Background: an optimization exercise with open tools, aiming at small area and a short achievable clock period. Do not read the settings as production practice.
Where RTL was checked, it was by simulation tests only, not by an equivalence proof against the original.
Function not checked in runs 6 and 7: the RTL went through the layout flow alone.
No activity file was given, so power comes from the tool's default toggle rates.

===== config.mk =====
export PLATFORM = sky130hd
export DESIGN_NAME = CPU
export DESIGN_NICKNAME = CPU
export VERILOG_FILES = /design/flow/design.v
export SDC_FILE = /design/flow/constraint.sdc
export NUM_CORES = 4
export LEC_CHECK = 0
export CAP_MARGIN = 20
export CORE_MARGIN = 2
export CORE_UTILIZATION = 40
export SLEW_MARGIN = 20

===== constraint.sdc =====
create_clock -name core_clock -period 10.5 [get_ports {clk}]
set_input_delay 2.1000 -clock core_clock [delete_from_list [all_inputs] [get_ports {clk}]]
set_output_delay 2.1000 -clock core_clock [all_outputs]
set_load 0.01 [all_outputs]

===== design.v =====
module CPU (
    input wire clk,
    input wire rst_n,
    input wire [8-1:0] int_flag,
    output wire [16-1:0] inst_addr,
    input  wire [16-1:0] inst_data,
    output wire [16-1:0] mem_addr,
    output wire [16-1:0] mem_wd,
    input  wire [16-1:0] mem_rd,
    output wire            mem_ctrl
);
    reg [15:0] pc;
    reg [15:0] id_inst, id_addr;
    reg [15:0] ex_a, ex_b;      
    reg [ 7:0] ex_imm;          
    reg [ 2:0] ex_rd;
    reg [ 2:0] ex_op;           
    reg [ 1:0] ex_rwsel;        
    reg        ex_we;           
    reg        ex_mem;          
    reg        ex_sw;           
    reg        ex_csrw;         
    reg        ex_jal, ex_jr;
    reg        ex_beq, ex_ble;
    reg [15:0] rf [1:7];
    reg [ 7:1] rf_v;
    reg [31:0] cycle;
    reg [15:0] mtvec, mcause, mepc, mie, mstatus, mscratch;
    reg        s_write, s_mret;    
    reg        i_entry, i_ret;     
    reg        int_en;
    reg        gie_q;
    wire        sub     = (ex_op == 3'b001);
    wire [15:0] add_b   = ex_sw ? {8'b0, ex_imm} : ex_b;
    wire [15:0] sum     = ex_a + (add_b ^ {16{sub}}) + {15'b0, sub};
    wire [15:0] prod    = ex_a * ex_b;
    wire [15:0] sll_o   = (|ex_b[15:4]) ? 16'b0 : (ex_a << ex_b[3:0]);
    wire [15:0] srl_o   = (|ex_b[15:4]) ? 16'b0 : (ex_a >> ex_b[3:0]);
    reg [15:0] alu;
    always @(*) begin
        case (ex_op)
            3'b000, 3'b001: alu = sum;
            3'b010: alu = prod;
            3'b011: alu = ex_a & ex_b;
            3'b100:  alu = ex_a | ex_b;
            3'b101: alu = ex_a ^ ex_b;
            3'b110: alu = sll_o;
            default: alu = srl_o;
        endcase
    end
    wire eq = (ex_a == ex_b);
    wire lt = ($signed(ex_a) < $signed(ex_b));
    wire int_assert = i_entry | i_ret;
    wire jump_flag  = int_assert | ex_jal | ex_jr | (ex_beq & eq) | (ex_ble & lt);
    wire [15:0] jump_pc = int_assert ? (i_entry ? mtvec : mepc) :
                          ex_jr ? sum : {8'b0, ex_imm};
    reg [15:0] csr_rdata;
    always @(*) begin
        case (ex_imm[4:0])
            5'd0: csr_rdata = cycle[15:0];
            5'd1: csr_rdata = cycle[31:16];
            5'd2: csr_rdata = mtvec;
            5'd3: csr_rdata = mcause;
            5'd4: csr_rdata = mepc;
            5'd5: csr_rdata = mie;
            5'd6: csr_rdata = mstatus;
            5'd7: csr_rdata = mscratch;
            default: csr_rdata = 16'b0;
        endcase
    end
    wire [15:0] wb = (ex_rwsel == 2'b01) ? mem_rd :
                     (ex_rwsel == 2'b10) ? csr_rdata : alu;
    assign mem_addr = sum;
    assign mem_wd   = ex_b;
    assign mem_ctrl = ex_mem;
    wire int_any  = (int_flag != 8'h00) & mstatus[3];
    wire mret_en  = (id_inst == 16'h0000) & int_en & ~gie_q;
    wire idle     = ~s_write & ~s_mret;
    wire take     = idle & mstatus[3] & (int_flag == 8'b00000001);
    wire clear    = int_any | mret_en | ~idle | jump_flag;
    wire [15:0] cap_addr = jump_flag ? (int_assert ? 16'b0 : {8'b0, ex_imm}) : id_addr;
    always @(posedge clk) gie_q <= mstatus[3];
    always @(posedge clk or negedge rst_n) begin
        if (~rst_n) begin
            s_write <= 1'b0;
            s_mret  <= 1'b0;
            i_entry <= 1'b0;
            i_ret   <= 1'b0;
            int_en  <= 1'b0;
        end else begin
            s_write <= take;
            s_mret  <= idle & ~int_any & mret_en;
            i_entry <= s_write;
            i_ret   <= s_mret;
            if (idle & int_any) int_en <= 1'b1;
            else if (idle & mret_en) int_en <= 1'b0;
        end
    end
    wire csr_we = ex_csrw;
    wire [4:0] csr_wa = ex_imm[4:0];
    always @(posedge clk or negedge rst_n) begin
        if (~rst_n) cycle <= 32'b0;
        else cycle <= cycle + 1'b1;
    end
    always @(posedge clk or negedge rst_n) begin
        if (~rst_n) begin
            mtvec <= 16'b0;
            mcause <= 16'b0;
            mepc <= 16'b0;
            mie <= 16'b0;
            mstatus <= 16'b0;
            mscratch <= 16'b0;
        end else begin
            if (csr_we && csr_wa == 5'd2) mtvec <= ex_a;
            if (take) mcause <= 16'h0004;
            else if (csr_we && csr_wa == 5'd3) mcause <= ex_a;
            if (take) mepc <= cap_addr;
            else if (csr_we && csr_wa == 5'd4) mepc <= ex_a;
            if (csr_we && csr_wa == 5'd5) mie <= ex_a;
            if (csr_we && csr_wa == 5'd6) mstatus <= ex_a;
            else if (i_entry) mstatus[3] <= 1'b0;
            else if (i_ret) mstatus[3] <= mstatus[7];
            if (csr_we && csr_wa == 5'd7) mscratch <= ex_a;
        end
    end
    assign inst_addr = pc;
    always @(posedge clk) begin
        if (~rst_n) pc <= 16'b0;
        else if (jump_flag) pc <= jump_pc;
        else if (clear) pc <= pc;
        else if (pc == 1024 - 1 || inst_data == 16'b0) pc <= pc;
        else pc <= pc + 1'b1;
    end
    always @(posedge clk) begin
        if (~rst_n | clear) begin
            id_inst <= 16'b0;
            id_addr <= 16'b0;
        end else begin
            id_inst <= inst_data;
            id_addr <= pc;
        end
    end
    wire [4:0] op = id_inst[4:0];
    wire [2:0] rd = id_inst[7:5];
    wire [2:0] rs = id_inst[10:8];
    wire d_alu  = (op[4:3] == 2'b00);             
    wire d_alui = (op[4:3] == 2'b10);             
    wire d_lw   = (op == 5'b11000);
    wire d_sw   = (op == 5'b11001);
    wire d_csrr = (op == 5'b11010);
    wire d_csrw = (op == 5'b11011);
    wire d_jal  = (op == 5'b11100);
    wire d_jr   = (op == 5'b11101);
    wire d_li   = (op == 5'b11110);
    wire d_rc   = (op == 5'b11111);
    wire d_beq  = (op == 5'b01000);
    wire d_ble  = (op == 5'b01001);
    wire d_immsel = d_jal | d_jr | d_li;
    wire d_immop  = d_alui | d_lw | d_sw | d_csrr | d_csrw | d_jal | d_jr | d_li;
    wire d_we     = d_alu | d_alui | d_lw | d_csrr | d_jal | d_li;
    wire [2:0] d_op = (d_alu | d_alui) ? op[2:0] : 3'b000;
    wire [1:0] d_rwsel = d_lw ? 2'b01 : d_csrr ? 2'b10 : 2'b00;
    wire [7:0] d_imm = d_immsel ? id_inst[15:8] : {3'b0, id_inst[15:11]};
    wire       absel = d_lw | d_sw;
    wire [2:0] ra = absel ? rs : rd;
    wire [2:0] rb = d_sw ? rd : rs;
    wire fwd_a = ex_we & (ra == ex_rd);
    wire fwd_b = ex_we & (rb == ex_rd);
    reg [15:0] rf_a, rf_b;
    integer k;
    always @(*) begin
        rf_a = 16'b0;
        rf_b = 16'b0;
        for (k = 1; k < 8; k = k + 1) begin
            if (ra == k && rf_v[k]) rf_a = rf[k];
            if (rb == k && rf_v[k]) rf_b = rf[k];
        end
    end
    wire [15:0] a_next = fwd_a ? wb : rf_a;
    wire [15:0] b_next = (d_immop & ~d_sw) ? {8'b0, d_imm} : fwd_b ? wb : rf_b;
    always @(posedge clk) begin
        ex_a   <= a_next;
        ex_b   <= b_next;
        ex_imm <= d_imm;
        ex_rd  <= rd;
        ex_op  <= d_op;
        ex_rwsel <= d_rwsel;
        ex_sw  <= d_sw;
        if (~rst_n | clear) begin
            ex_we   <= 1'b0;
            ex_mem  <= 1'b0;
            ex_csrw <= 1'b0;
            ex_jal  <= 1'b0;
            ex_jr   <= 1'b0;
            ex_beq  <= 1'b0;
            ex_ble  <= 1'b0;
        end else begin
            ex_we   <= d_we;
            ex_mem  <= d_sw;
            ex_csrw <= d_csrw;
            ex_jal  <= d_jal;
            ex_jr   <= d_jr;
            ex_beq  <= d_beq;
            ex_ble  <= d_ble;
        end
    end
    always @(posedge clk) begin
        if (~rst_n | d_rc) rf_v <= 7'b0;
        else if (ex_we && ex_rd != 3'd0) rf_v[ex_rd] <= 1'b1;
    end
    always @(posedge clk) begin
        if (ex_we && ex_rd != 3'd0) rf[ex_rd] <= wb;
    end
endmodule

===== run.sh =====
#!/bin/bash
# synth_recipe.tcl (not shown) runs the flow's synth.tcl, then flattens the netlist and writes it again
# the make line also repeats each setting of config.mk as NAME=value (left out here)
make -C /OpenROAD-flow-scripts/flow DESIGN_CONFIG=/design/flow/config.mk WORK_HOME=/design/flow/orfs CLKGATE_MAP_FILE= SYNTH_SCRIPT=/design/flow/synth_recipe.tcl finish

==> results of run 1 <==
-- stage by stage --
stage	hold slack (ns)	setup slack, ns
6_report	0.4385	3.085
5_1_grt	0.4548	2.777
4_1_cts	0.4364	3.079
3_5_place_dp	0.4221	3.274
3_3_place_gp	0.4112	3.324
2_1_floorplan	0.3290	3.847
-- final cells by class --
type,instances,area (µm²)
clock inverters,16,202.7
fillers,5650,32180
diodes,1,2.502
inverters,171,641.9
clock buffers,55,1129
multi-input cells,1842,13610
well taps,773,967.2
flip-flops and latches,357,8937
repair buffers,148,1341
-- synth_stat cells (10+ instances only) --
cell type,n,area (µm²)
nand3_1,59,295.3
fa_1,81,1622
o21a_1,12,90.09
mux4_2,26,585.6
xnor2_1,78,683.2
a21oi_1,82,410.4
nand4_1,19,118.9
inv_1,161,604.3
ha_1,123,1539
buf_1,11,41.29
xor2_1,37,324.1
clkbuf_1,104,390.4
a31oi_1,26,162.7
nor2_1,209,784.5
dfxtp_1,112,2242
o21ai_1,23,115.1
a221oi_1,16,140.1
nor4_1,15,93.84
a221o_1,14,140.1
nor3_1,25,125.1
a211oi_1,13,97.59
o21ai_0,172,860.8
and3_1,35,219.0
nand2b_1,12,75.07
and2_1,55,344.1
edfxtp_1,112,3363
a222oi_1,20,200.2
mux2_2,12,135.1
mux2i_1,48,480.5
o22ai_1,10,62.56
nand2_1,300,1126
buf_2,34,170.2
nor2b_1,14,87.58
dfrtp_1,133,3328
a22oi_1,125,938.4
-- per-layer routing --
| layer | part of all wire [%] | GRT usage [%] | vias to the layer above | wire [µm] |
|---|---|---|---|---|
| met1 | 42 | 38.75 | 10180 | 37130 |
| met4 | 4.0 | 10.92 | 0 | 3485 |
| met5 | 0 | 0 | - | 0 |
| met3 | 7.9 | 4.622 | 187 | 6955 |
| met2 | 46 | 45.44 | 976 | 40500 |
| li1 | - | - | 9075 | - |
-- power by group through the flow --
stage,clock [µW],sequential (µW),combinational (µW)
finish,1420,1520,578
global route,1500,1520,613
CTS,1440,1520,569
detailed placement,0,1550,566
global placement,0,1550,559
floorplan,0,1520,331
-- cells by family (layout without fill, tap and decap cells) --
logic type                 Yosys count  in the layout  share of synthesized area (%)
other                                0              1                              0
DFF                                357            357                          37.40
AOI/OAI and AO/OA                  616            616                          17.34
adders and majority gates          210            210                          13.49
buffers and inverters              334            390                          5.747
xor gates and xnor gates           116            116                          4.311
muxes                               91             91                          5.317
and+or+nand+nor                    809            809                          16.39
-- critical path, delay by kind of cell, from the launching register on --
family | cells | cell delay, ns
xor gates and xnor gates | 1 | 0.36
DFF | 1 | 0.31
and+or+nand+nor | 1 | 0.71
AOI/OAI and AO/OA | 6 | 1.79
adders and majority gates | 1 | 0.44
buffers and inverters | 2 | 1.13
-- final timing paths --
check,from,to,slack [ns]
min reg2reg,s_mret,i_ret,0.44
max in group asynchronous,rst_n,mepc[1],7.51
min,s_mret,i_ret,0.44
max reg2reg,ex_a[0],ex_b[7],3.09
min in group asynchronous,rst_n,cycle[29],1.57
max,ex_op[0],mem_addr[15],3.09
==> flow_summary.yaml, run 1 <==
clock_network:
  root_buffer: "clkbuf_16"
  cts_resized: 0
  clockBufferDepth: 3
  cts_hold_buf: 0
  cts_sinks: 357
  cts_tree: "yes"
  numCtsBuffers: 39
  htree_levels: 2
  clk_pin_slew_ns: 0.06
  post_cts_buffers: 0
  clkLatencyLatePin_ns: 0.57
global_route:
  gr-total-overflow: 0
  grt_antenna_before_repair: 1
  grt_usage_pct: 28.46
  grt_pass1_vias: 20010
  grt_max_degree: 81
  grt_pass1_wl_mm: 130.3
setup_path:
  crit_type: "flip-flop to output port"
  path_cells: "buf_4 -> nand2_1 -> xor2_1 -> ha_1 -> o21ai_0 -> a2111oi_0 -> o21ai_1 -> o22ai_1 -> o21ai_0 -> a21oi_1 -> clkdlybuf4s50_1"
  critPathSlowestCell: "nand2_1"
  crit_path_frequent_cell: "o21ai_0"
  critPathLaunchType: "flip-flop"
  worst_ep_required_time_ns: 8.40
  worst_setup_path_end_kind: "output port"
  path_max_fanout: 54
  cp.arrival_ns: 5.31
  rr_worst_depth: 23
  slowest_delay_ns: 0.71
drt:
  via_per_inst: 6.072
  wl_per_cell_um: 26.19
  routed_wl_mm: 88.07
  dr.pass1.iters: 7
  antenna_left: 0
  drtIter0Drc: 2238
  vias: 20420
  route.detailed.drc: 0
run_status:
  status: "complete, no violations"
pwr:
  power.share.sequential_pct: 43.2
  clock_power_share_pct: 40.4
  p_switching_uw: 993.1
  comb_power_share_pct: 16.4
  powerDensity_nw_per_um2: 131.3
  swShare_pct: 28.19
  p_leak_uw: 0.01091
  internal-power_uw: 2530
  p_total_uw: 3523
  vdd_drop_max_mv: 0.1437
min_path:
  hold_depth: 0
  hold_path.class: "flip-flop to flip-flop"
sta:
  slew_headroom_pct: 23.23
  slew_violations: 0
  fin_crit_ns: 7.415
  worst_pin_slew_ns: 1.151
  skew_ns: 0.01719
  hold_viol: 0
  setup_viol: 0
  rsz0062_at_grt: "false"
  fin_crit_sh_pct: 70.62
  fmax_mhz: 134.9
  totalNegativeSetupSlack_ns: 0
cells_and_area:
  nets: 2805
  reg_top3: "rf x112, cycle x32"
  final_common_cell: "nand2_1"
  drive_above_1_share_pct: 7.918
  stdcell_area_um2: 26840
  fin_cells: 3363
  area_growth_pct: 12.36
  final_cell_mix: "nand2_1, nor2_1, o21ai_0"
  regMostFlops: "rf"
  largest_register_ffs: 112
  fin_util_pct: 45.47
die:
  ioPinCount: 91
  die_y_um: 248.4
  core-area_um2: 59020
  rows: 89
  initial_utilization_pct: 40.47
  dieArea_um2: 61680
  die_x_um: 248.4
placed_design:
  port_buffers: 90
  place_area_um2: 25480
  place.gp.congestion: 0.9741
  hpwlAfterDp_mm: 63.29
  dp_cells: 3290
job:
  max-cap-violations: 0
synth:
  synth.ff_latch_count: 357
  synth_flop_cell: "dfrtp_1"
  synth_edf_count: 112
  syn_nets: 2779
  synth_area_um2: 23880
  synth.distinct_cells: 105
  post_synth_inst_count: 2533
  async_flop_share_pct: 37.25
  yosysWarnings: 1
  syn_avg_cell_area_um2: 9.429
  yosysSeqAreaShare_pct: 37.40
==> run 2: changes to the inputs <==
--- a/config.mk
+++ b/config.mk
@@ -5,6 +5,7 @@
 export SDC_FILE = /design/flow/constraint.sdc
 export NUM_CORES = 4
 export LEC_CHECK = 0
+export ABC_AREA = 1
 export CAP_MARGIN = 20
 export CORE_MARGIN = 2
 export CORE_UTILIZATION = 40
==> run 2 against run 1 <==
Against the previous run: cell count is 19% higher; worst setup slack better by 0.90 ns; count of clock-buffer cells in the layout is 9 higher; still clean; maximum frequency is 14% higher; global-route usage is 1.1 points lower; largest cell class unchanged.
==> flow_summary.yaml, run 2 <==
run_status:
  status: "complete, no violations"
sta:
  layout_setup_ws_ns: 3.986
  slew_violations: 0
  fmax_mhz: 153.5
  totalNegativeSetupSlack_ns: 0
  fin_crit_sh_pct: 62.04
  hold_viol: 0
  holdWs_ns: 0.3843
  slew_headroom_pct: 28.93
  skew_ns: 0.02971
  rsz0062_at_grt: "false"
  setup_viol: 0
  worst_pin_slew_ns: 1.063
  fin_crit_ns: 6.514
clock_network:
  clockBufferDepth: 3
  numCtsBuffers: 41
  cts_tree: "yes"
  clkLatencyLatePin_ns: 0.57
  cts_resized: 0
  clk_pin_slew_ns: 0.06
  cts_sinks: 357
  post_cts_buffers: 0
  cts_hold_buf: 0
  root_buffer: "clkbuf_16"
  htree_levels: 2
setup_path:
  r2r_end: "rf[5][14]"
  r2r_start: "ex_a[5]"
  critPathSlowestCell: "xor2_1"
  crit_type: "flip-flop to output port"
  path_cells: "nor2_4 -> nand2_4 -> xnor2_1 -> ha_1 -> nand2_1 -> o21ai_0 -> a21o_1 -> xor2_1 -> clkdlybuf4s50_1"
  cp.arrival_ns: 4.41
  rr_worst_depth: 21
  path_max_fanout: 17
  r2r_slack_ns: 4.08
  worst_ep_required_time_ns: 8.40
  critPathLaunchType: "flip-flop"
  worst_setup_path_end_kind: "output port"
  slowest_delay_ns: 0.82
min_path:
  min_from: "s_write"
  hold_path.class: "flip-flop to flip-flop"
  hold_end: "i_entry"
  hold_depth: 0
drt:
  drtIter0Drc: 2176
  antenna_left: 0
  wl_per_cell_um: 21.51
  routed_wl_mm: 86.22
  route.detailed.drc: 0
  dr.pass1.iters: 6
  via_per_inst: 5.450
  vias: 21840
die:
  die_x_um: 250.7
  rows: 90
  core-area_um2: 60250
  ioPinCount: 91
  die_y_um: 250.7
  initial_utilization_pct: 40.42
  dieArea_um2: 62870
synth:
  yosysWarnings: 1
  synth_area_um2: 24350
  synth_flop_cell: "dfrtp_1"
  syn_nets: 3395
  yosys-top-cells-area: "edfxtp_1, dfrtp_1, nand2_1"
  synth_edf_count: 112
  syn_avg_cell_area_um2: 7.733
  async_flop_share_pct: 37.25
  synth.largest_area_cell: "edfxtp_1"
  yosys-top-cells-count: "nand2_1, inv_1, o21ai_0"
  synth.top_cell.area_share_pct: 13.81
  yosysSeqAreaShare_pct: 36.68
  post_synth_inst_count: 3149
  synth.most_common_cell: "nand2_1"
  synth.distinct_cells: 63
  synth.ff_latch_count: 357
cells_and_area:
  regMostFlops: "rf"
  largest_register_ffs: 112
  area_growth_pct: 12.92
  reg_top3: "rf x112, cycle x32"
  fin_cells: 4008
  final_cell_mix: "nand2_1, inv_1, o21ai_0"
  nets: 3438
  final_common_cell: "nand2_1"
  drive_above_1_share_pct: 5.457
placed_design:
  dp_cells: 3930
  place.gp.congestion: 0.9855
  port_buffers: 90
  detailedPlace.worstSlack_ns: 4.199
  hpwlAfterDp_mm: 63.83
global_route:
  grt_pass1_vias: 20820
  gr-total-overflow: 0
  grt_max_degree: 63
  grt_usage_pct: 27.31
  grt_pass1_wl_mm: 130.6
  grt_antenna_before_repair: 3
pwr:
  powerDensity_nw_per_um2: 132.1
  vdd_drop_max_mv: 0.1342
  p_leak_uw: 0.01289
job:
  max-cap-violations: 0
-- run 2: cell types whose count changed after synthesis, sizes merged, moves of 37 or more --
cell	change
a22oi	-104
and2	-53
inv	+340
mux2i	-48
nand2	+485
nand3	+87
o211ai	+37
o21ai	+75
xnor2	-59
-- run 2: report_power, final --
part | total (µW) | internal, µW | switching, µW
registers | 1510 | 1480 | 38.6
logic | 535 | 158 | 377
clock network | 1580 | 977 | 607
-- run 2: metal layers --
metal / track usage (%) / up-vias / wire length [µm]
met5: 0 / - / 16
met4: 10.18 / 2 / 3354
met3: 4.483 / 161 / 6448
met1: 37.49 / 10400 / 37440
met2: 43.40 / 913 / 38960
li1: - / 10370 / -
-- run 2: final cells by class --
cell class	count	area, µm²
Fill cell	6056	32750
Multi-Input combinational cell	2158	12970
Timing Repair Buffer	128	1195
Sequential cell	357	8934
Antenna cell	1	2.502
Inverter	506	1902
Tap cell	782	978.4
Clock buffer	64	1290
Clock inverter	12	222.7
-- run 2: worst max-delay path by stage --
stage / slack (ns) / endpoint / depth (start not counted) / startpoint
after floorplan: 4.28 / rf[1][13] / 25 / ex_b[2]
after global placement: 4.27 / rf[2][12] / 27 / ex_b[4]
after detailed placement: 4.20 / rf[3][14] / 21 / ex_a[5]
after CTS: 4.05 / mem_addr[7] / 11 / ex_b[4]
after global routing: 3.73 / rf[3][12] / 26 / ex_b[4]
final: 3.99 / mem_addr[6] / 9 / ex_op[2]
-- run 2: worst max-delay path, delay by kind of cell, from the launching register on --
| kind | cells | cell delay [ns] |
|---|---|---|
| AO/OA/AOI/OAI | 2 | 0.43 |
| adder cells (fa/ha/maj) | 1 | 0.41 |
| flip-flops | 1 | 0.38 |
| AND/OR/NAND/NOR | 3 | 0.88 |
| buffers and inverters | 1 | 0.70 |
| XOR/XNOR | 2 | 1.04 |
-- run 2: cell families (layout without fill, tap and decap cells) --
group / Yosys count / after routing / share of synthesized area [%]
AO/OA/AOI/OAI: 600 / 600 / 14.87
XOR/XNOR: 81 / 81 / 2.944
adder cells (fa/ha/maj): 204 / 204 / 12.98
buffers and inverters: 634 / 710 / 10.16
flip-flops: 357 / 357 / 36.69
multiplexers: 2 / 2 / 0.08221
other: 0 / 1 / 0
AND/OR/NAND/NOR: 1271 / 1271 / 22.28
-- run 2: per-stage QoR --
stage	cell area, µm²	power (µW)	utilization (%)
6_report	27500	3633	45.64
3_3_place_gp	25960	2062	43.09
5_1_grt	27500	3745	45.64
2_1_floorplan	24350	1816	-
3_5_place_dp	25960	2063	43.10
4_1_cts	27480	3635	45.61
==> run 3: changes to the inputs <==
--- a/config.mk
+++ b/config.mk
@@ -5,8 +5,8 @@
 export SDC_FILE = /design/flow/constraint.sdc
 export NUM_CORES = 4
 export LEC_CHECK = 0
-export ABC_AREA = 1
 export CAP_MARGIN = 20
 export CORE_MARGIN = 2
 export CORE_UTILIZATION = 40
+export SETUP_SLACK_MARGIN = 5
 export SLEW_MARGIN = 20
==> run 3 against run 2 <==
Against the previous run: cell area up 8.7%; wire length is 13% higher; worst setup slack improved by 0.65 ns; cell count down 12%; critical path depth rose by 17; synthesized area fell by 1.9%; clock skew grew 0.0041 ns; clock power is 15% lower; sequential share of layout area shrank 2.4 points; critical path type is now flip-flop to flip-flop; largest power group is now registers.
==> flow_summary.yaml, run 3 <==
drt:
  dr.pass1.iters: 7
  vias: 21660
  route.detailed.drc: 0
  wl_per_cell_um: 27.69
  antenna_left: 0
  routed_wl_mm: 97.84
  drtIter0Drc: 2820
  via_per_inst: 6.130
sta:
  totalNegativeSetupSlack_ns: 0
  rsz0062_at_grt: "true"
  hold_viol: 0
  setup_viol: 0
  slew_violations: 0
  fin_crit_ns: 5.864
  skew_ns: 0.03382
  layout_setup_ws_ns: 4.636
  fin_crit_sh_pct: 55.85
  worst_pin_slew_ns: 1.192
  slew_headroom_pct: 19.73
  fmax_mhz: 170.5
pwr:
  p_leak_uw: 0.01206
  vdd_drop_max_mv: 0.1384
  powerDensity_nw_per_um2: 122.5
  p_total_uw: 3660
synth:
  yosys-top-cells-area: "edfxtp_1, dfrtp_1, dfxtp_1"
  yosysWarnings: 1
  synth_flop_cell: "dfrtp_1"
  async_flop_share_pct: 37.25
  post_synth_inst_count: 2533
  syn_nets: 2779
  synth_area_um2: 23880
  synth.most_common_cell: "nand2_1"
  synth_edf_count: 112
  synth.top_cell.area_share_pct: 14.08
  synth.ff_latch_count: 357
  yosysSeqAreaShare_pct: 37.40
  syn_avg_cell_area_um2: 9.429
  synth.distinct_cells: 105
  synth.largest_area_cell: "edfxtp_1"
  yosys-top-cells-count: "nand2_1, nor2_1, o21ai_0"
job:
  max-cap-violations: 0
cells_and_area:
  largest_register_ffs: 112
  regArea_um2: 8999
  area_growth_pct: 25.09
  drive_above_1_share_pct: 20.81
  final_common_cell: "nand2_1"
  final_cell_mix: "nand2_1, nor2_1, buf_4"
  stdcell_area_um2: 29880
  nets: 2975
  reg_top3: "rf x112, cycle x32"
  regMostFlops: "rf"
  multiInputGateArea_um2: 14570
  n_fill_cell: 5371
setup_path:
  worst_ep_required_time_ns: 10.96
  path_buf_inv: 9
  slowest_delay_ns: 0.54
  worst_setup_path_end_kind: "flip-flop"
  cp.arrival_ns: 6.33
  crit_family: "adder cells"
  crit_type: "flip-flop to flip-flop"
  path_max_fanout: 11
  critPathSlowestCell: "fa_1"
  crit_path_frequent_cell: "inv_1"
  r2r_slack_ns: 4.64
  critPathLaunchType: "flip-flop"
placed_design:
  place.gp.congestion: 0.9775
  detailedPlace.worstSlack_ns: 3.324
  port_buffers: 90
  place_area_um2: 25600
  hpwlAfterDp_mm: 64.18
min_path:
  hold_path.class: "flip-flop to flip-flop"
global_route:
  grt_usage_pct: 31.16
  grt_antenna_before_repair: 1
  grt_pass1_vias: 21120
  grt_max_degree: 74
  grt_pass1_wl_mm: 140.8
  gr-total-overflow: 0
clock_network:
  clockBufferDepth: 3
  htree_levels: 2
  root_buffer: "clkbuf_16"
  cts_sinks: 357
  numCtsBuffers: 39
  clkLatencyLatePin_ns: 0.58
  cts_hold_buf: 0
  cts_tree: "yes"
  clk_pin_slew_ns: 0.06
die:
  dieArea_um2: 61680
  initial_utilization_pct: 40.47
  die_x_um: 248.4
  rows: 89
  ioPinCount: 91
  core-area_um2: 59020
  die_y_um: 248.4
run_status:
  status: "complete, no violations"
## run 3: cell types whose count changed after synthesis, sizes merged, moves of 26 or more
cell,delta
o21ai,-75
a21oi,-34
a22oi,+104
clkbuf,+34
mux2i,+48
xnor2,+59
and2,+53
o211ai,-37
inv,-340
and3,+35
mux4,+26
nand3,-87
nand2,-485
## run 3: final cells by class
type                       count  share of cell area (%)
clock inverter                16                  0.5863
antenna                        3                 0.02513
clock buffer                  54                   3.593
sequential                   357                   30.12
timing repair buffer         318                   11.14
multi-input combinational   1842                   48.77
tap                          773                   3.237
inverter                     171                   2.525
## run 3: worst paths after layout
| check | from | end | cells past startpoint |
|---|---|---|---|
| min | s_mret | i_ret | 0 |
| max | ex_a[3] | ex_a[15] | 26 |
| min reg2reg | s_mret | i_ret | 0 |
| min in group asynchronous | rst_n | cycle[31] | 1 |
| max reg2reg | ex_a[3] | ex_a[15] | 26 |
| max in group asynchronous | rst_n | mcause[11] | 2 |
## run 3: routing by layer
layer	track usage, %	routed length, µm	up-vias
met2	48.10	43710	1255
met1	41.33	39050	10700
met3	5.947	9215	298
li1	-	-	9410
met5	0	0	-
met4	16.84	5872	0
## run 3: repair_timing
item	4_1_cts	5_1_grt
setup buffers	111	51
setup endpoints to repair	115	102
resized for setup	247	125
cloned	8	2
pin swaps	96	93
## run 3: cell families (layout without fill, tap and decap cells)
group	Yosys count	in the layout	synth area share (%)
muxes	91	91	5.317
and+or+nand+nor	809	809	16.39
xor gates and xnor gates	116	116	4.311
DFF	357	357	37.40
adders and majority gates	210	210	13.49
AOI/OAI and AO/OA	616	616	17.34
other	0	3	0
buffers and inverters	334	559	5.747
## run 3: per-stage QoR
stage                     instances  utilization [%]  hold WS, ns
after floorplan                2533                -       0.3290
after global placement         3288            43.37       0.4131
after detailed placement       3288            43.37       0.4130
after CTS                      3477            49.03       0.4303
after global routing           3532            50.61       0.4494
final                          3534            50.62       0.4299
## run 3: worst register-to-register path: stages (launching register included)
cell	delay [ns]
dfxtp_2	0.39
buf_12	0.19
clkinvlp_4	0.14
buf_6	0.17
nor2_2	0.13
fa_1	0.43
ha_1	0.29
ha_1	0.14
inv_1	0.05
fa_1	0.54
inv_1	0.05
ha_1	0.26
inv_1	0.05
fa_1	0.53
inv_1	0.06
ha_4	0.26
o21a_1	0.16
o31a_1	0.15
buf_4	0.17
a2111oi_4	0.33
o21bai_1	0.12
a21oi_2	0.24
xnor2_2	0.13
a221oi_2	0.23
buf_4	0.19
nor2_4	0.06
mux2_4	0.29
## run 3: power breakdown
part | leakage [µW] | switching (µW) | total [µW] | internal [µW]
clock | 0.000606 | 579 | 1350 | 772
combinational | 0.00775 | 464 | 794 | 330
sequential | 0.00371 | 40.6 | 1520 | 1480
total | 0.0121 | 1080 | 3660 | 2580
==> run 4: changes to the inputs <==
--- a/design.v
+++ b/design.v
@@ -10,7 +10,8 @@
     output wire            mem_ctrl
 );
     reg [15:0] pc;
-    reg [15:0] id_inst, id_addr;
+    reg [15:0] id_inst;
+    reg        id_valid, id_inc;    
     reg [15:0] ex_a, ex_b;      
     reg [ 7:0] ex_imm;          
     reg [ 2:0] ex_rd;
@@ -34,8 +35,13 @@
     wire [15:0] add_b   = ex_sw ? {8'b0, ex_imm} : ex_b;
     wire [15:0] sum     = ex_a + (add_b ^ {16{sub}}) + {15'b0, sub};
     wire [15:0] prod    = ex_a * ex_b;
-    wire [15:0] sll_o   = (|ex_b[15:4]) ? 16'b0 : (ex_a << ex_b[3:0]);
-    wire [15:0] srl_o   = (|ex_b[15:4]) ? 16'b0 : (ex_a >> ex_b[3:0]);
+    wire        shr     = ex_op[0];
+    reg  [15:0] sh_in, srl_o;
+    integer n;
+    always @(*) for (n = 0; n < 16; n = n + 1) sh_in[n] = shr ? ex_a[15-n] : ex_a[n];
+    wire [15:0] sh_o    = (|ex_b[15:4]) ? 16'b0 : (sh_in << ex_b[3:0]);
+    always @(*) for (n = 0; n < 16; n = n + 1) srl_o[n] = sh_o[15-n];
+    wire [15:0] sll_o   = sh_o;
     reg [15:0] alu;
     always @(*) begin
         case (ex_op)
@@ -78,7 +84,8 @@
     wire idle     = ~s_write & ~s_mret;
     wire take     = idle & mstatus[3] & (int_flag == 8'b00000001);
     wire clear    = int_any | mret_en | ~idle | jump_flag;
-    wire [15:0] cap_addr = jump_flag ? (int_assert ? 16'b0 : {8'b0, ex_imm}) : id_addr;
+    wire [15:0] id_addr = id_valid ? pc - {15'b0, id_inc} : 16'b0;
+    wire [15:0] cap_addr = jump_flag ? {8'b0, ex_imm} : id_addr;
     always @(posedge clk) gie_q <= mstatus[3];
     always @(posedge clk or negedge rst_n) begin
         if (~rst_n) begin
@@ -124,21 +131,22 @@
         end
     end
     assign inst_addr = pc;
+    wire pc_stall = (pc == 1024 - 1) || (inst_data == 16'b0);
     always @(posedge clk) begin
         if (~rst_n) pc <= 16'b0;
         else if (jump_flag) pc <= jump_pc;
-        else if (clear) pc <= pc;
-        else if (pc == 1024 - 1 || inst_data == 16'b0) pc <= pc;
+        else if (clear | pc_stall) pc <= pc;
         else pc <= pc + 1'b1;
     end
     always @(posedge clk) begin
         if (~rst_n | clear) begin
-            id_inst <= 16'b0;
-            id_addr <= 16'b0;
-        end else begin
-            id_inst <= inst_data;
-            id_addr <= pc;
-        end
+            id_inst  <= 16'b0;
+            id_valid <= 1'b0;
+        end else begin
+            id_inst  <= inst_data;
+            id_valid <= 1'b1;
+        end
+        id_inc <= ~pc_stall;
     end
     wire [4:0] op = id_inst[4:0];
     wire [2:0] rd = id_inst[7:5];
==> flow/run.sh (new file) <==
#!/bin/bash
# Standard ORFS layout, but synthesis leaves adders to ABC instead of mapping
# them onto the library's full/half-adder cells (which are slow in sky130hd).
set -euo pipefail
cd "$(dirname "$0")/.."
bash standard.sh ADDER_MAP_FILE= finish > flow_standard.log 2>&1
==> standard.sh (new file) <==
#!/bin/bash
# synth_recipe.tcl (not shown) runs the flow's synth.tcl, then flattens the netlist and writes it again
# the make line also repeats each setting of config.mk as NAME=value (left out here)
make -C /OpenROAD-flow-scripts/flow DESIGN_CONFIG=/design/flow/config.mk WORK_HOME=/design/flow/orfs CLKGATE_MAP_FILE= SYNTH_SCRIPT=/design/flow/synth_recipe.tcl "${@:-finish}"
--- a/config.mk
+++ b/config.mk
@@ -5,6 +5,7 @@
 export SDC_FILE = /design/flow/constraint.sdc
 export NUM_CORES = 4
 export LEC_CHECK = 0
+export ABC_AREA = 1
 export CAP_MARGIN = 20
 export CORE_MARGIN = 2
 export CORE_UTILIZATION = 40
removed: run.sh
==> run 4 against run 3 <==
Against the previous run: clock skew decreased by 0.0051 ns; non-clock buffer count decreased by 147; sequential share of layout area grew 2.0 points; register-to-register slack better by 0.71 ns; flip-flop and latch count decreased by 14; synthesized cell count is 37% higher; worst hold slack worse by 0.048 ns; critical endpoint is now mem_addr[6]; synthesized area decreased by 2.5%; via count up 10%; still clean on timing, DRC and antenna; die area decreased by 2.5%; largest cell class unchanged; largest power group unchanged; critical path depth decreased by 11.
==> flow_summary.yaml, run 4 <==
run_status:
  status: "complete, no violations"
sta:
  skew_ns: 0.02867
  fin_crit_ns: 5.531
  worst_pin_slew_ns: 1.160
  slew_headroom_pct: 22.70
  totalNegativeSetupSlack_ns: 0
  fin_crit_sh_pct: 52.68
  setup_viol: 0
  fmax_mhz: 180.8
  rsz0062_at_grt: "true"
  hold_viol: 0
  slew_violations: 0
  layout_setup_ws_ns: 4.969
global_route:
  grt_antenna_before_repair: 4
  grt_max_degree: 68
  grt_usage_pct: 29.16
  grt_pass1_wl_mm: 133.1
  grt_pass1_vias: 21690
  gr-total-overflow: 0
drt:
  m1WireLength_mm: 39.62
  antenna_left: 0
  wl_met3_mm: 8.867
  wl_met2_mm: 37.83
  routed_wl_mm: 89.33
  wl_per_cell_um: 20.45
  top_layer_used: "met5"
  route.detailed.drc: 0
  dr.pass1.iters: 6
  vias: 23910
  drtIter0Drc: 2544
  via_per_inst: 5.474
min_path:
  hold_path.class: "flip-flop to flip-flop"
clock_network:
  numCtsBuffers: 40
  cts_sinks: 343
  clockBufferDepth: 3
  cts_hold_buf: 0
  clkLatencyLatePin_ns: 0.57
  htree_levels: 2
  root_buffer: "clkbuf_16"
  clk_pin_slew_ns: 0.06
  cts_tree: "yes"
cells_and_area:
  regMostFlops: "rf"
  area_growth_pct: 16.11
  final_common_cell: "nand2_1"
  nets: 3613
  fin_cells: 4369
  final_cell_mix: "nand2_1, inv_1, nor2_1"
  regArea_um2: 8685
  n_fill_cell: 5956
  multiInputGateArea_um2: 12700
  drive_above_1_share_pct: 7.105
  largest_register_ffs: 112
  reg_top3: "rf x112, cycle x32"
synth:
  syn_nets: 3522
  synth.largest_area_cell: "nand2_1"
  synth.distinct_cells: 58
  synth.most_common_cell: "nand2_1"
  yosysWarnings: 1
  post_synth_inst_count: 3480
  yosysSeqAreaShare_pct: 37.16
  async_flop_share_pct: 38.78
  yosys-top-cells-area: "nand2_1, edfxtp_1, dfrtp_1"
  synth.top_cell.area_share_pct: 17.99
  synth_flop_cell: "dfrtp_1"
  yosys-top-cells-count: "nand2_1, inv_1, nor2_1"
  synth_area_um2: 23290
  syn_avg_cell_area_um2: 6.692
  synth_edf_count: 112
  synth.ff_latch_count: 343
placed_design:
  hpwlAfterDp_mm: 65.02
  port_buffers: 90
  detailedPlace.worstSlack_ns: 4.154
  place.gp.congestion: 1.015
  dp_cells: 4263
pwr:
  powerDensity_nw_per_um2: 133.3
  vdd_drop_max_mv: 0.1356
  p_leak_uw: 0.01275
  p_total_uw: 3605
setup_path:
  worst_ep_required_time_ns: 8.40
  crit_type: "flip-flop to output port"
  worst_setup_path_end_kind: "output port"
  cp.arrival_ns: 3.43
  path_max_fanout: 3
  critPathLaunchType: "flip-flop"
die:
  initial_utilization_pct: 40.44
  core-area_um2: 57590
  dieArea_um2: 60170
  ioPinCount: 91
  rows: 88
  die_x_um: 245.3
  die_y_um: 245.3
job:
  max-cap-violations: 0
-- run 4: changes by cell type after synthesis, sizes merged, moves of 103 or more --
cell and delta:
a22oi -103, ha -123, inv +289, nand2 +821, nand3 +144, nor2 +116
-- run 4: cell families after synthesis --
group	count (synthesis)	synth area share, %
AO/OA/AOI/OAI	647	16.70
XOR/XNOR	91	3.600
buffers and inverters	583	9.638
flip-flops	343	37.16
multiplexers	14	0.6017
AND/OR/NAND/NOR	1802	32.31
-- run 4: final timing paths --
path	startpoint	end	slack (ns)	cells past startpoint
setup / recovery	ex_b[1]	mem_addr[6]	4.97	15
max in group asynchronous	rst_n	cycle[15]	7.29	3
hold reg to reg	s_mret	i_ret	0.38	0
hold / removal	s_mret	i_ret	0.38	0
min in group asynchronous	rst_n	mtvec[5]	1.38	1
setup reg to reg	ex_b[2]	pc[13]	5.35	17
-- run 4: area by class of cell --
| class | instances | area share, % |
|---|---|---|
| Antenna cell | 1 | 0.009254 |
| Clock buffer | 57 | 4.336 |
| Clock inverter | 17 | 0.6015 |
| Inverter | 461 | 6.464 |
| Multi-Input combinational cell | 2554 | 46.96 |
| Sequential cell | 343 | 32.12 |
| Tap cell | 765 | 3.540 |
| Timing Repair Buffer | 171 | 5.974 |
-- run 4: critical path, cell delays in order, from the launching register on --
cell and delay (ns):
dfxtp_4 0.36, buf_12 0.10, clkinvlp_4 0.14, o21ai_2 0.19
xor2_2 0.16, inv_1 0.07, nand2_2 0.09, nand3_2 0.09
nand2_2 0.10, a21oi_4 0.07, o21ai_2 0.15, nand3b_1 0.10
and2_4 0.15, buf_4 0.13, xor2_1 0.37, clkdlybuf4s50_1 0.63
-- run 4: through the flow --
stage / hold WS [ns] / cell area (µm²) / utilization, %
after floorplan: 0.3543 / 23290 / -
after global placement: 0.3620 / 25060 / 43.52
after detailed placement: 0.3697 / 25060 / 43.52
after CTS: 0.3826 / 26820 / 46.58
after global routing: 0.3932 / 27040 / 46.95
final: 0.3816 / 27040 / 46.96
-- run 4: timing repair --
item	CTS	global route
setup endpoints to repair	15	14
gates cloned	3	0
resized for setup	78	27
buffers inserted	12	15
pin swaps	13	12
-- run 4: power breakdown --
group	total, µW	leakage [µW]	internal (µW)	switching [µW]
logic	709	0.00852	217	493
clock network	1420	0.000657	833	582
registers	1480	0.00357	1430	48.6
total	3610	0.0128	2480	1120
-- run 4: routing by layer --
layer / track usage (%) / vias up
met5: 0 / -
met4: 9.828 / 6
met3: 6.821 / 172
met2: 43.40 / 1020
met1: 41.35 / 11060
li1: - / 11660
==> run 5: changes to the inputs <==
==> run.sh (new file) <==
#!/bin/bash
# synth_recipe.tcl (not shown) runs the flow's synth.tcl, then flattens the netlist and writes it again
# the make line also repeats each setting of config.mk as NAME=value (left out here)
make -C /OpenROAD-flow-scripts/flow DESIGN_CONFIG=/design/flow/config.mk WORK_HOME=/design/flow/orfs CLKGATE_MAP_FILE= SYNTH_SCRIPT=/design/flow/synth_recipe.tcl finish
removed: flow/run.sh
removed: standard.sh
==> run 5 against run 4 <==
Against the previous run: still clean; wire length barely moved; combinational power fell by 4.2%; worst hold slack got worse by 0.0072 ns; count of clock-buffer cells in the layout fell by 3; maximum frequency rose by 0.16%; register-to-register slack got worse by 0.37 ns; power fell by 0.66%; flip-flop and latch count did not move; critical path depth rose by 7; critical endpoint is now rf[1][14].
==> flow_summary.yaml, run 5 <==
pwr:
  powerDensity_nw_per_um2: 122.7
  vdd_drop_max_mv: 0.1305
  comb_power_share_pct: 19.0
  p_leak_uw: 0.01362
  clock_power_share_pct: 40.3
  internal-power_uw: 2502
  p_switching_uw: 1079
  p_total_uw: 3581
  swShare_pct: 30.13
  power.share.sequential_pct: 40.7
synth:
  synthXorXnorAreaFrac_pct: 3.270
  yosys-top-cells-count: "nand2_1, inv_1, nand3_1"
  yosys-top-cells-area: "edfxtp_1, dfrtp_1, nand2_1"
  synth.distinct_cells: 62
  synth_area_um2: 24380
  synth_top_family_by_area: "simple AND/OR/NAND/NOR gates"
  synth.top_cell.area_share_pct: 13.80
  yosysWarnings: 1
  yosys.area_share.adder_pct: 13.02
  yosys.area_share.simple_pct: 25.44
  async_flop_share_pct: 38.78
  synth.most_common_cell: "nand2_1"
  synth.largest_area_cell: "edfxtp_1"
  synth_flop_cell: "dfrtp_1"
  synth.ff_latch_count: 343
  syn_nets: 3470
  yosysSeqAreaShare_pct: 35.50
  syn_avg_cell_area_um2: 7.563
  synth_compound_area_share_pct: 12.50
  synth_edf_count: 112
  muxShareOfSynthArea_pct: 0
  post_synth_inst_count: 3223
clock_network:
  cts_tree: "yes"
  htree_levels: 2
  clk_pin_slew_ns: 0.06
  root_buffer: "clkbuf_16"
  clkLatencyLatePin_ns: 0.60
  numCtsBuffers: 39
  cts_sinks: 343
  cts_hold_buf: 0
  clockBufferDepth: 3
drt:
  route.detailed.drc: 0
  routed_wl_mm: 89.29
  via_per_inst: 5.479
  dr.pass1.iters: 7
  antenna_left: 0
  vias: 22940
  drtIter0Drc: 2395
  wl_per_cell_um: 21.33
global_route:
  grt_max_degree: 70
  grt_usage_pct: 27.87
  grt_antenna_before_repair: 1
  grt_pass1_vias: 22140
  gr-total-overflow: 0
  grt_pass1_wl_mm: 133.8
min_path:
  hold_end: "i_ret"
  hold_depth: 0
  min_from: "s_mret"
  hold_path.class: "flip-flop to flip-flop"
cells_and_area:
  reg_top3: "rf x112, cycle x32"
  area_growth_pct: 19.76
  stdcell_area_um2: 29190
  fin_cells: 4186
  regMostFlops: "rf"
  nets: 3619
  drive_above_1_share_pct: 13.19
  final_common_cell: "nand2_1"
  final_cell_mix: "nand2_1, inv_1, nand3_1"
  largest_register_ffs: 112
die:
  dieArea_um2: 62930
  rows: 90
  initial_utilization_pct: 40.39
  die_x_um: 250.9
  die_y_um: 250.9
  core-area_um2: 60360
  ioPinCount: 91
setup_path:
  r2r_end: "rf[1][14]"
  r2r_start: "ex_b[2]"
  path_max_fanout: 7
  cp.arrival_ns: 5.86
  rr_worst_depth: 22
  worst_setup_path_end_kind: "flip-flop"
  crit_type: "flip-flop to flip-flop"
  worst_ep_required_time_ns: 10.84
  r2r_slack_ns: 4.98
  critPathLaunchType: "flip-flop"
sta:
  skew_ns: 0.05404
  hold_viol: 0
  fin_crit_sh_pct: 52.59
  fin_crit_ns: 5.522
  layout_setup_ws_ns: 4.978
  worst_pin_slew_ns: 1.134
  slew_headroom_pct: 24.19
  rsz0062_at_grt: "true"
  fmax_mhz: 181.1
  totalNegativeSetupSlack_ns: 0
  setup_viol: 0
  slew_violations: 0
job:
  max-cap-violations: 0
placed_design:
  port_buffers: 90
  hpwlAfterDp_mm: 61.61
  place_area_um2: 25980
  dp_cells: 3999
  place.gp.congestion: 0.9487
  detailedPlace.worstSlack_ns: 4.169
run_status:
  status: "complete, no violations"
## run 5: cell type report
type / count / area, µm²
Fill cell: 5928 / 31170
Multi-Input combinational cell: 2238 / 13870
Sequential cell: 343 / 8745
Timing Repair Buffer: 234 / 2272
Inverter: 515 / 1953
Clock buffer: 54 / 1144
Tap cell: 782 / 978.4
Clock inverter: 18 / 222.7
Timing Repair inverter: 1 / 5.005
Antenna cell: 1 / 2.502
## run 5: cells by family after synthesis
kind of cell / after synthesis
adder cells (fa/ha/maj): 205
AO/OA/AOI/OAI: 500
flip-flops: 343
buffers and inverters: 642
AND/OR/NAND/NOR: 1442
XOR/XNOR: 91
## run 5: worst max path at each step
stage	from	endpoint	slack, ns
2_1_floorplan	ex_b[2]	rf[1][15]	5.00
3_3_place_gp	ex_b[1]	mem_addr[14]	4.15
3_5_place_dp	ex_b[1]	mem_addr[14]	4.17
4_1_cts	ex_b[2]	mem_addr[14]	4.90
5_1_grt	ex_b[2]	rf[4][14]	4.84
6_report	ex_b[2]	rf[1][14]	4.98
## run 5: routing by layer
metal	up-vias	part of all wire, %	wire [µm]	global-route usage [%]
li1	10770	-	-	-
met1	10840	41	36870	37.08
met2	1064	45	39900	43.65
met3	255	8.9	7928	5.384
met4	2	5.1	4588	13.45
met5	-	0.011	10	0
## run 5: per-stage QoR
stage	util, %	hold WS [ns]
3_5_place_dp	43.04	0.3605
2_1_floorplan	-	0.3510
5_1_grt	48.36	0.3933
4_1_cts	47.06	0.3740
3_3_place_gp	43.04	0.3625
6_report	48.36	0.3744
## run 5: power groups by stage
stage | clock network, µW | logic, µW | registers [µW]
2_1_floorplan | 0 | 328 | 1470
3_3_place_gp | 0 | 546 | 1500
3_5_place_dp | 0 | 545 | 1500
4_1_cts | 1460 | 622 | 1460
5_1_grt | 1510 | 726 | 1460
6_report | 1440 | 679 | 1460
## run 5: critical path, cell delays in order (launching register included)
cell     delay, ns
dfxtp_4       0.45
nand2_2       0.08
fa_1          0.50
inv_1         0.05
fa_1          0.54
fa_1          0.44
fa_1          0.51
inv_2         0.04
fa_1          0.52
inv_1         0.05
fa_1          0.50
ha_4          0.34
inv_4         0.05
nor4_2        0.31
o21ai_1       0.14
nand3_2       0.13
a21oi_2       0.08
o21ai_4       0.08
nand4_1       0.09
nand2_1       0.10
nand2_2       0.09
nand2_4       0.11
inv_4         0.06
## run 5: what timing repair did
action / 4_1_cts / 5_1_grt
pin swaps: 17 / 67
gates resized for setup: 132 / 133
gates cloned: 4 / 2
endpoints found under the setup margin: 96 / 90
endpoints found under the hold margin: 0 / 0
setup buffers: 70 / 34
==> run 6: changes to the inputs <==
--- a/design.v
+++ b/design.v
@@ -20,6 +20,8 @@
     reg        ex_we;           
     reg        ex_mem;          
     reg        ex_sw;           
+    reg        ex_sub;          
+    reg        ex_mul;          
     reg        ex_csrw;         
     reg        ex_jal, ex_jr;
     reg        ex_beq, ex_ble;
@@ -31,7 +33,7 @@
     reg        i_entry, i_ret;     
     reg        int_en;
     reg        gie_q;
-    wire        sub     = (ex_op == 3'b001);
+    wire        sub     = ex_sub;
     wire [15:0] add_b   = ex_sw ? {8'b0, ex_imm} : ex_b;
     wire [15:0] sum     = ex_a + (add_b ^ {16{sub}}) + {15'b0, sub};
     wire [15:0] prod    = ex_a * ex_b;
@@ -74,8 +76,9 @@
             default: csr_rdata = 16'b0;
         endcase
     end
-    wire [15:0] wb = (ex_rwsel == 2'b01) ? mem_rd :
-                     (ex_rwsel == 2'b10) ? csr_rdata : alu;
+    wire [15:0] wb_o = (ex_rwsel == 2'b01) ? mem_rd :
+                       (ex_rwsel == 2'b10) ? csr_rdata : alu;
+    wire [15:0] wb = ex_mul ? prod : wb_o;
     assign mem_addr = sum;
     assign mem_wd   = ex_b;
     assign mem_ctrl = ex_mem;
@@ -184,8 +187,12 @@
             if (rb == k && rf_v[k]) rf_b = rf[k];
         end
     end
-    wire [15:0] a_next = fwd_a ? wb : rf_a;
-    wire [15:0] b_next = (d_immop & ~d_sw) ? {8'b0, d_imm} : fwd_b ? wb : rf_b;
+    wire [15:0] a_o    = fwd_a ? wb_o : rf_a;
+    wire [15:0] b_o    = (d_immop & ~d_sw) ? {8'b0, d_imm} : fwd_b ? wb_o : rf_b;
+    wire        a_prod = fwd_a & ex_mul;
+    wire        b_prod = fwd_b & ex_mul & ~(d_immop & ~d_sw);
+    wire [15:0] a_next = a_prod ? prod : a_o;
+    wire [15:0] b_next = b_prod ? prod : b_o;
     always @(posedge clk) begin
         ex_a   <= a_next;
         ex_b   <= b_next;
@@ -194,6 +201,8 @@
         ex_op  <= d_op;
         ex_rwsel <= d_rwsel;
         ex_sw  <= d_sw;
+        ex_sub <= (d_alu | d_alui) & (op[2:0] == 3'b001);
+        ex_mul <= (d_alu | d_alui) & (op[2:0] == 3'b010);
         if (~rst_n | clear) begin
             ex_we   <= 1'b0;
             ex_mem  <= 1'b0;
==> run 6 against run 5 <==
Against the previous run: still clean; synthesized area fell by 0.68%; clock power fell by 4%; cell area fell by 0.61%; sequential power barely moved; via count fell by 0.34%; critical path type unchanged; critical endpoint is now rf[1][13]; largest cell class unchanged; largest power group unchanged.
==> flow_summary.yaml, run 6 <==
setup_path:
  r2r_slack_ns: 4.75
  crit_family: "adder cells"
  worst_ep_required_time_ns: 10.79
  path_max_fanout: 7
  slowest_delay_ns: 0.58
  cp.depth: 29
  worstSetupEndpoint: "rf[1][13]"
  path_buf_inv: 8
  crit_type: "flip-flop to flip-flop"
  critPathSlowestCell: "fa_1"
  critPathLaunchType: "flip-flop"
  critPathLaunch: "ex_b[5]"
  r2r_end: "rf[1][13]"
  rr_worst_depth: 29
  cp.arrival_ns: 6.03
  worst_setup_path_end_kind: "flip-flop"
  r2r_start: "ex_b[5]"
drt:
  m1WireLength_mm: 36.87
  antenna_left: 0
  wl_per_cell_um: 21.65
  via_per_inst: 5.475
  vias: 22860
  route.detailed.drc: 0
  routed_wl_mm: 90.40
  wl_met2_mm: 41.55
  top_layer_used: "met4"
  dr.pass1.iters: 6
  drtIter0Drc: 2463
  wl_met3_mm: 6.649
global_route:
  grt_usage_pct: 28.26
  grt_pass1_wl_mm: 134.3
  gr-total-overflow: 0
  grt_max_degree: 61
  grt_pass1_vias: 21730
  grt_antenna_before_repair: 1
placed_design:
  port_buffers: 90
  detailedPlace.worstSlack_ns: 4.224
  place.gp.congestion: 1.042
  hpwlAfterDp_mm: 65.60
pwr:
  clock_power_share_pct: 38.3
  powerDensity_nw_per_um2: 124.1
  vdd_drop_max_mv: 0.1216
  comb_power_share_pct: 20.7
  internal-power_uw: 2514
  power.share.sequential_pct: 40.9
  p_leak_uw: 0.01350
  p_switching_uw: 1086
  swShare_pct: 30.17
sta:
  holdWs_ns: 0.3745
  fin_crit_ns: 5.746
  fmax_mhz: 174.0
  slew_violations: 0
  worst_pin_slew_ns: 1.050
  skew_ns: 0.01497
  rsz0062_at_grt: "true"
  slew_headroom_pct: 29.25
  totalNegativeSetupSlack_ns: 0
  hold_viol: 0
  fin_crit_sh_pct: 54.72
  setup_viol: 0
  layout_setup_ws_ns: 4.754
cells_and_area:
  regMostFlops: "rf"
  largest_register_ffs: 112
  area_growth_pct: 19.85
  reg_top3: "rf x112, cycle x32"
  nets: 3606
  final_common_cell: "nand2_1"
  fin_util_pct: 48.25
  final_cell_mix: "nand2_1, inv_1, nor2_1"
  drive_above_1_share_pct: 12.71
synth:
  synth_flop_cell: "dfrtp_1"
  yosysWarnings: 1
  synth_edf_count: 112
  post_synth_inst_count: 3201
  syn_nets: 3445
  yosys-top-cells-count: "nand2_1, inv_1, o21ai_0"
  synth.largest_area_cell: "edfxtp_1"
  syn_avg_cell_area_um2: 7.563
  async_flop_share_pct: 38.55
  synth.ff_latch_count: 345
  synth_area_um2: 24210
  yosys-top-cells-area: "edfxtp_1, nand2_1, dfrtp_1"
  yosysSeqAreaShare_pct: 35.91
  synth.top_cell.area_share_pct: 13.89
  synth.distinct_cells: 67
  synth.most_common_cell: "nand2_1"
die:
  ioPinCount: 91
  rows: 90
  die_y_um: 250.0
  die_x_um: 250.0
  dieArea_um2: 62510
  core-area_um2: 60130
  initial_utilization_pct: 40.26
job:
  max-cap-violations: 0
clock_network:
  clkLatencyLatePin_ns: 0.55
  root_buffer: "clkbuf_16"
  numCtsBuffers: 37
  htree_levels: 2
  clockBufferDepth: 3
  cts_sinks: 345
  cts_hold_buf: 0
  cts_tree: "yes"
  clk_pin_slew_ns: 0.07
run_status:
  status: "complete, no violations"
min_path:
  min_from: "s_mret"
  hold_path.class: "flip-flop to flip-flop"
run 6: power by group through the flow:
stage	Clock, µW	Sequential, µW	Combinational, µW
after detailed placement	0	1510	606
final	1380	1470	746
after floorplan	0	1480	368
after global routing	1440	1470	795
after global placement	0	1510	606
after CTS	1390	1470	697
run 6: cells by family after synthesis:
family | count (synthesis) | share of synthesized area [%]
compound gates | 527 | 13.26
xor+xnor | 88 | 3.184
fa+ha+maj | 202 | 12.95
buf+inv | 618 | 9.887
flops | 345 | 35.91
mux | 1 | 0.04135
simple gates | 1420 | 24.77
run 6: what timing repair did:
| item | CTS | global route |
|---|---|---|
| gates cloned | 2 | 0 |
| resized for setup | 147 | 87 |
| setup buffers | 83 | 20 |
| endpoints found under the setup margin | 103 | 93 |
| pin swaps | 55 | 62 |
run 6: area by class of cell:
class,count,area (µm²)
antenna,2,5.005
clock buffer,49,1106
clock inverter,19,187.7
fill,5929,31120
inverter,503,1922
multi-input combinational,2238,13780
sequential,345,8760
tap,782,978.4
timing repair buffer,236,2270
timing repair inverter,1,5.005
run 6: per-layer routing:
layer / track usage, % / vias to the layer above
met1: 36.30 / 10880
met5: 0 / -
met2: 46.17 / 978
met3: 4.391 / 260
li1: - / 10740
met4: 14.46 / 0
run 6: worst min-delay path by stage:
| stage | endpoint | slack [ns] | depth (start not counted) |
|---|---|---|---|
| after floorplan | i_ret | 0.35 | 0 |
| after global placement | i_ret | 0.36 | 0 |
| after detailed placement | i_ret | 0.36 | 0 |
| after CTS | i_ret | 0.37 | 0 |
| after global routing | i_ret | 0.38 | 0 |
| final | i_ret | 0.37 | 0 |
run 6: metrics by stage:
| step | total power, µW | cells | instance area, µm² |
|---|---|---|---|
| finish | 3600 | 4175 | 29010 |
| global route | 3708 | 4173 | 29010 |
| CTS | 3563 | 4152 | 28580 |
| detailed placement | 2118 | 3999 | 26040 |
| global placement | 2117 | 3999 | 26040 |
| floorplan | 1851 | 3201 | 24390 |
==> run 7: changes to the inputs <==
--- a/design.v
+++ b/design.v
@@ -19,9 +19,7 @@
     reg [ 1:0] ex_rwsel;        
     reg        ex_we;           
     reg        ex_mem;          
-    reg        ex_sw;           
     reg        ex_sub;          
-    reg        ex_mul;          
     reg        ex_csrw;         
     reg        ex_jal, ex_jr;
     reg        ex_beq, ex_ble;
@@ -34,8 +32,9 @@
     reg        int_en;
     reg        gie_q;
     wire        sub     = ex_sub;
-    wire [15:0] add_b   = ex_sw ? {8'b0, ex_imm} : ex_b;
-    wire [15:0] sum     = ex_a + (add_b ^ {16{sub}}) + {15'b0, sub};
+    wire [15:0] bb      = ex_b ^ {16{sub}};    
+    wire [15:0] sum     = ex_a + bb + {15'b0, sub};
+    wire [15:0] addr    = ex_a + {11'b0, ex_imm[4:0]};
     wire [15:0] prod    = ex_a * ex_b;
     wire        shr     = ex_op[0];
     reg  [15:0] sh_in, srl_o;
@@ -49,9 +48,9 @@
         case (ex_op)
             3'b000, 3'b001: alu = sum;
             3'b010: alu = prod;
-            3'b011: alu = ex_a & ex_b;
-            3'b100:  alu = ex_a | ex_b;
-            3'b101: alu = ex_a ^ ex_b;
+            3'b011: alu = ex_a & bb;
+            3'b100:  alu = ex_a | bb;
+            3'b101: alu = ex_a ^ bb;
             3'b110: alu = sll_o;
             default: alu = srl_o;
         endcase
@@ -76,10 +75,9 @@
             default: csr_rdata = 16'b0;
         endcase
     end
-    wire [15:0] wb_o = (ex_rwsel == 2'b01) ? mem_rd :
-                       (ex_rwsel == 2'b10) ? csr_rdata : alu;
-    wire [15:0] wb = ex_mul ? prod : wb_o;
-    assign mem_addr = sum;
+    wire [15:0] wb = (ex_rwsel == 2'b01) ? mem_rd :
+                     (ex_rwsel == 2'b10) ? csr_rdata : alu;
+    assign mem_addr = addr;
     assign mem_wd   = ex_b;
     assign mem_ctrl = ex_mem;
     wire int_any  = (int_flag != 8'h00) & mstatus[3];
@@ -135,11 +133,11 @@
     end
     assign inst_addr = pc;
     wire pc_stall = (pc == 1024 - 1) || (inst_data == 16'b0);
+    wire [15:0] pc_inc = pc + 1'b1;
+    wire [15:0] pc_seq = (clear | pc_stall) ? pc : pc_inc;
     always @(posedge clk) begin
         if (~rst_n) pc <= 16'b0;
-        else if (jump_flag) pc <= jump_pc;
-        else if (clear | pc_stall) pc <= pc;
-        else pc <= pc + 1'b1;
+        else pc <= jump_flag ? jump_pc : pc_seq;
     end
     always @(posedge clk) begin
         if (~rst_n | clear) begin
@@ -187,12 +185,8 @@
             if (rb == k && rf_v[k]) rf_b = rf[k];
         end
     end
-    wire [15:0] a_o    = fwd_a ? wb_o : rf_a;
-    wire [15:0] b_o    = (d_immop & ~d_sw) ? {8'b0, d_imm} : fwd_b ? wb_o : rf_b;
-    wire        a_prod = fwd_a & ex_mul;
-    wire        b_prod = fwd_b & ex_mul & ~(d_immop & ~d_sw);
-    wire [15:0] a_next = a_prod ? prod : a_o;
-    wire [15:0] b_next = b_prod ? prod : b_o;
+    wire [15:0] a_next = fwd_a ? wb : rf_a;
+    wire [15:0] b_next = (d_immop & ~d_sw) ? {8'b0, d_imm} : fwd_b ? wb : rf_b;
     always @(posedge clk) begin
         ex_a   <= a_next;
         ex_b   <= b_next;
@@ -200,9 +194,7 @@
         ex_rd  <= rd;
         ex_op  <= d_op;
         ex_rwsel <= d_rwsel;
-        ex_sw  <= d_sw;
         ex_sub <= (d_alu | d_alui) & (op[2:0] == 3'b001);
-        ex_mul <= (d_alu | d_alui) & (op[2:0] == 3'b010);
         if (~rst_n | clear) begin
             ex_we   <= 1'b0;
             ex_mem  <= 1'b0;
==> flow/run.sh (new file) <==
#!/bin/bash
set -euo pipefail
bash standard.sh ADDER_MAP_FILE= SETUP_SLACK_MARGIN=6.5 finish > flow_standard.log 2>&1
==> standard.sh (new file) <==
#!/bin/bash
# synth_recipe.tcl (not shown) runs the flow's synth.tcl, then flattens the netlist and writes it again
# the make line also repeats each setting of config.mk as NAME=value (left out here)
make -C /OpenROAD-flow-scripts/flow DESIGN_CONFIG=/design/flow/config.mk WORK_HOME=/design/flow/orfs CLKGATE_MAP_FILE= SYNTH_SCRIPT=/design/flow/synth_recipe.tcl "${@:-finish}"
--- a/config.mk
+++ b/config.mk
@@ -9,5 +9,4 @@
 export CAP_MARGIN = 20
 export CORE_MARGIN = 2
 export CORE_UTILIZATION = 40
-export SETUP_SLACK_MARGIN = 5
 export SLEW_MARGIN = 20
removed: run.sh
==> run 7 against run 6 <==
Against the previous run: critical endpoint is now mem_addr[5]; via count up 12%; combinational power grew 19%; largest power group unchanged; synthesized cell count rose by 13%; core utilization rose by 4.1 points; flip-flop and latch count shrank 2; global-route usage fell by 0.80 points; first-iteration DRC count down 17%; power rose by 1.9%; synthesized area down 0.95%; wire length increased by 2.2%; worst hold slack improved by 0.0057 ns; register-to-register slack improved by 1.7 ns.
==> flow_summary.yaml, run 7 <==
sta:
  hold_viol: 0
  fin_crit_sh_pct: 48.37
  rsz0062_at_grt: "true"
  setup_viol: 0
  totalNegativeSetupSlack_ns: 0
  slew_violations: 0
  holdWs_ns: 0.3802
  worst_pin_slew_ns: 1.052
  fin_crit_ns: 5.079
  slew_headroom_pct: 29.66
  fmax_mhz: 196.9
  skew_ns: 0.03181
synth:
  synth_area_um2: 23980
  synth.largest_area_cell: "nand2_1"
  synth_edf_count: 112
  yosysSeqAreaShare_pct: 36.08
  yosys-top-cells-area: "nand2_1, edfxtp_1, dfrtp_1"
  yosys-top-cells-count: "nand2_1, inv_1, nor2_1"
  syn_nets: 3672
  synth.most_common_cell: "nand2_1"
  syn_avg_cell_area_um2: 6.606
  synth.distinct_cells: 64
  synth.ff_latch_count: 343
  async_flop_share_pct: 38.78
  yosysWarnings: 1
  synth_flop_cell: "dfrtp_1"
  synth.top_cell.area_share_pct: 18.05
  post_synth_inst_count: 3630
pwr:
  powerDensity_nw_per_um2: 118.6
  p_switching_uw: 1206
  p_total_uw: 3670
  comb_power_share_pct: 24.1
  internal-power_uw: 2464
  p_leak_uw: 0.01419
  power.share.sequential_pct: 40.6
  swShare_pct: 32.85
  clock_power_share_pct: 35.3
  vdd_drop_max_mv: 0.1468
setup_path:
  worstSetupEndpoint: "mem_addr[5]"
  rr_worst_depth: 36
  r2r_end: "ex_b[15]"
  worst_setup_path_end_kind: "output port"
  critPathLaunch: "ex_a[1]"
  cp.arrival_ns: 2.98
  crit_type: "flip-flop to output port"
  critPathLaunchType: "flip-flop"
  r2r_start: "ex_a[1]"
  worst_ep_required_time_ns: 8.40
  path_max_fanout: 4
  r2r_slack_ns: 6.44
placed_design:
  port_buffers: 90
  hpwlAfterDp_mm: 63.13
  place.gp.congestion: 1.022
die:
  core-area_um2: 59130
  initial_utilization_pct: 40.56
  rows: 89
  die_y_um: 248.9
  die_x_um: 248.9
  dieArea_um2: 61930
  ioPinCount: 91
drt:
  vias: 25500
  wl_per_cell_um: 20.04
  drtIter0Drc: 2045
  dr.pass1.iters: 6
  via_per_inst: 5.531
  route.detailed.drc: 0
  routed_wl_mm: 92.39
  antenna_left: 0
global_route:
  grt_pass1_wl_mm: 131.6
  gr-total-overflow: 0
  grt_max_degree: 74
  grt_pass1_vias: 22020
  grt_usage_pct: 27.45
  grt_antenna_before_repair: 0
clock_network:
  clk_pin_slew_ns: 0.06
  htree_levels: 2
  root_buffer: "clkbuf_16"
  cts_tree: "yes"
  clockBufferDepth: 3
  cts_sinks: 343
  clkLatencyLatePin_ns: 0.57
  numCtsBuffers: 38
cells_and_area:
  largest_register_ffs: 112
  drive_above_1_share_pct: 22.69
  final_cell_mix: "nand2_1, inv_1, nor2_1"
  fin_util_pct: 52.31
  antennaDiodeCount: 0
  final_common_cell: "nand2_1"
  regMostFlops: "rf"
  area_growth_pct: 28.99
  nets: 3851
  reg_top3: "rf x112, cycle x32"
min_path:
  hold_path.class: "flip-flop to flip-flop"
  hold_depth: 0
run_status:
  status: "complete, no violations"
job:
  max-cap-violations: 0
==> run 7: cell types whose count changed in the layout (fill, tap and decap cells not counted), moves of 29 or more <==
cell,change
nand2_1,+46
nand2_2,+160
nand3_2,+79
nor2_1,+105
ha_1,-103
nand3_4,+32
nand2_4,+57
nor2_2,+29
inv_1,-31
fa_1,-76
==> run 7: kinds of logic (layout without fill, tap and decap cells) <==
kind of cell | after synthesis | after routing | share of synthesized area (%)
flip-flops | 343 | 343 | 36.08
buffers and inverters | 602 | 810 | 9.971
multiplexers | 14 | 14 | 0.5843
AND/OR/NAND/NOR | 1929 | 1929 | 33.66
XOR/XNOR | 86 | 86 | 3.256
AO/OA/AOI/OAI | 656 | 656 | 16.44
==> run 7: final cells by class <==
| class | count | area (µm²) |
|---|---|---|
| clock buffers | 58 | 1107 |
| clock inverters | 11 | 82.58 |
| fillers | 5729 | 28200 |
| inverters | 469 | 1843 |
| multi-input cells | 2685 | 15530 |
| flip-flops and latches | 343 | 8736 |
| well taps | 773 | 967.2 |
| repair buffers | 270 | 2653 |
| repair inverters | 2 | 15.01 |
==> run 7: critical path: stages (launching register included) <==
cell and delay [ns]:
dfxtp_4 0.44, inv_8 0.05, nand2_2 0.05, nand2_2 0.06
o21ai_2 0.14, nand2_1 0.08, nand2_2 0.09, a21oi_4 0.08
o21ai_4 0.19, buf_4 0.14, buf_4 0.13, xor2_1 0.35
clkdlybuf4s50_1 0.61
==> run 7: repair_timing <==
action / in CTS / in global routing
hold buffers: 0 / 0
gates cloned: 4 / 7
pin swaps: 35 / 154
resized for setup: 238 / 595
endpoints found under the setup margin: 176 / 209
buffers inserted: 48 / 77
hold endpoints to repair: 0 / 0
==> run 7: how the worst min path moves through the flow <==
stage                     startpoint      end  slack, ns
after floorplan               s_mret    i_ret       0.35
after global placement       s_write  i_entry       0.37
after detailed placement     s_write  i_entry       0.37
after CTS                    s_write  i_entry       0.38
after global routing         s_write  i_entry       0.38
final                        s_write  i_entry       0.38
==> run 7: through the flow <==
stage / setup WS, ns / instances / instance area [µm²]
after floorplan: 5.886 / 3630 / 24060
after global placement: 4.629 / 4406 / 25690
after detailed placement: 4.608 / 4406 / 25690
after CTS: 5.398 / 4527 / 27980
after global routing: 5.336 / 4611 / 30930
final: 5.421 / 4611 / 30930
==> run 7: per-layer routing <==
metal | wire length [µm] | global-route usage [%] | vias up
met5 | 0 | 0 | -
met4 | 4464 | 11.19 | 0
met3 | 7646 | 4.577 | 228
met2 | 41190 | 42.73 | 1071
met1 | 39090 | 37.87 | 11880
li1 | - | - | 12320
==> run 7: power groups by stage <==
stage               combinational, µW  clock [µW]  sequential, µW
floorplan                         432           0            1480
global placement                  665           0            1510
detailed placement                666           0            1510
CTS                               732        1310            1480
global route                      946        1370            1490
finish                            885        1290            1490

Setup slack of run 7, layout unchanged: 5.421 ns with ideal ports, 5.361 ns with driving cells assumed (clock clkbuf_16, inputs buf_2), 5.980 ns with port delays also shifted by the 0.619 ns mid clock arrival.
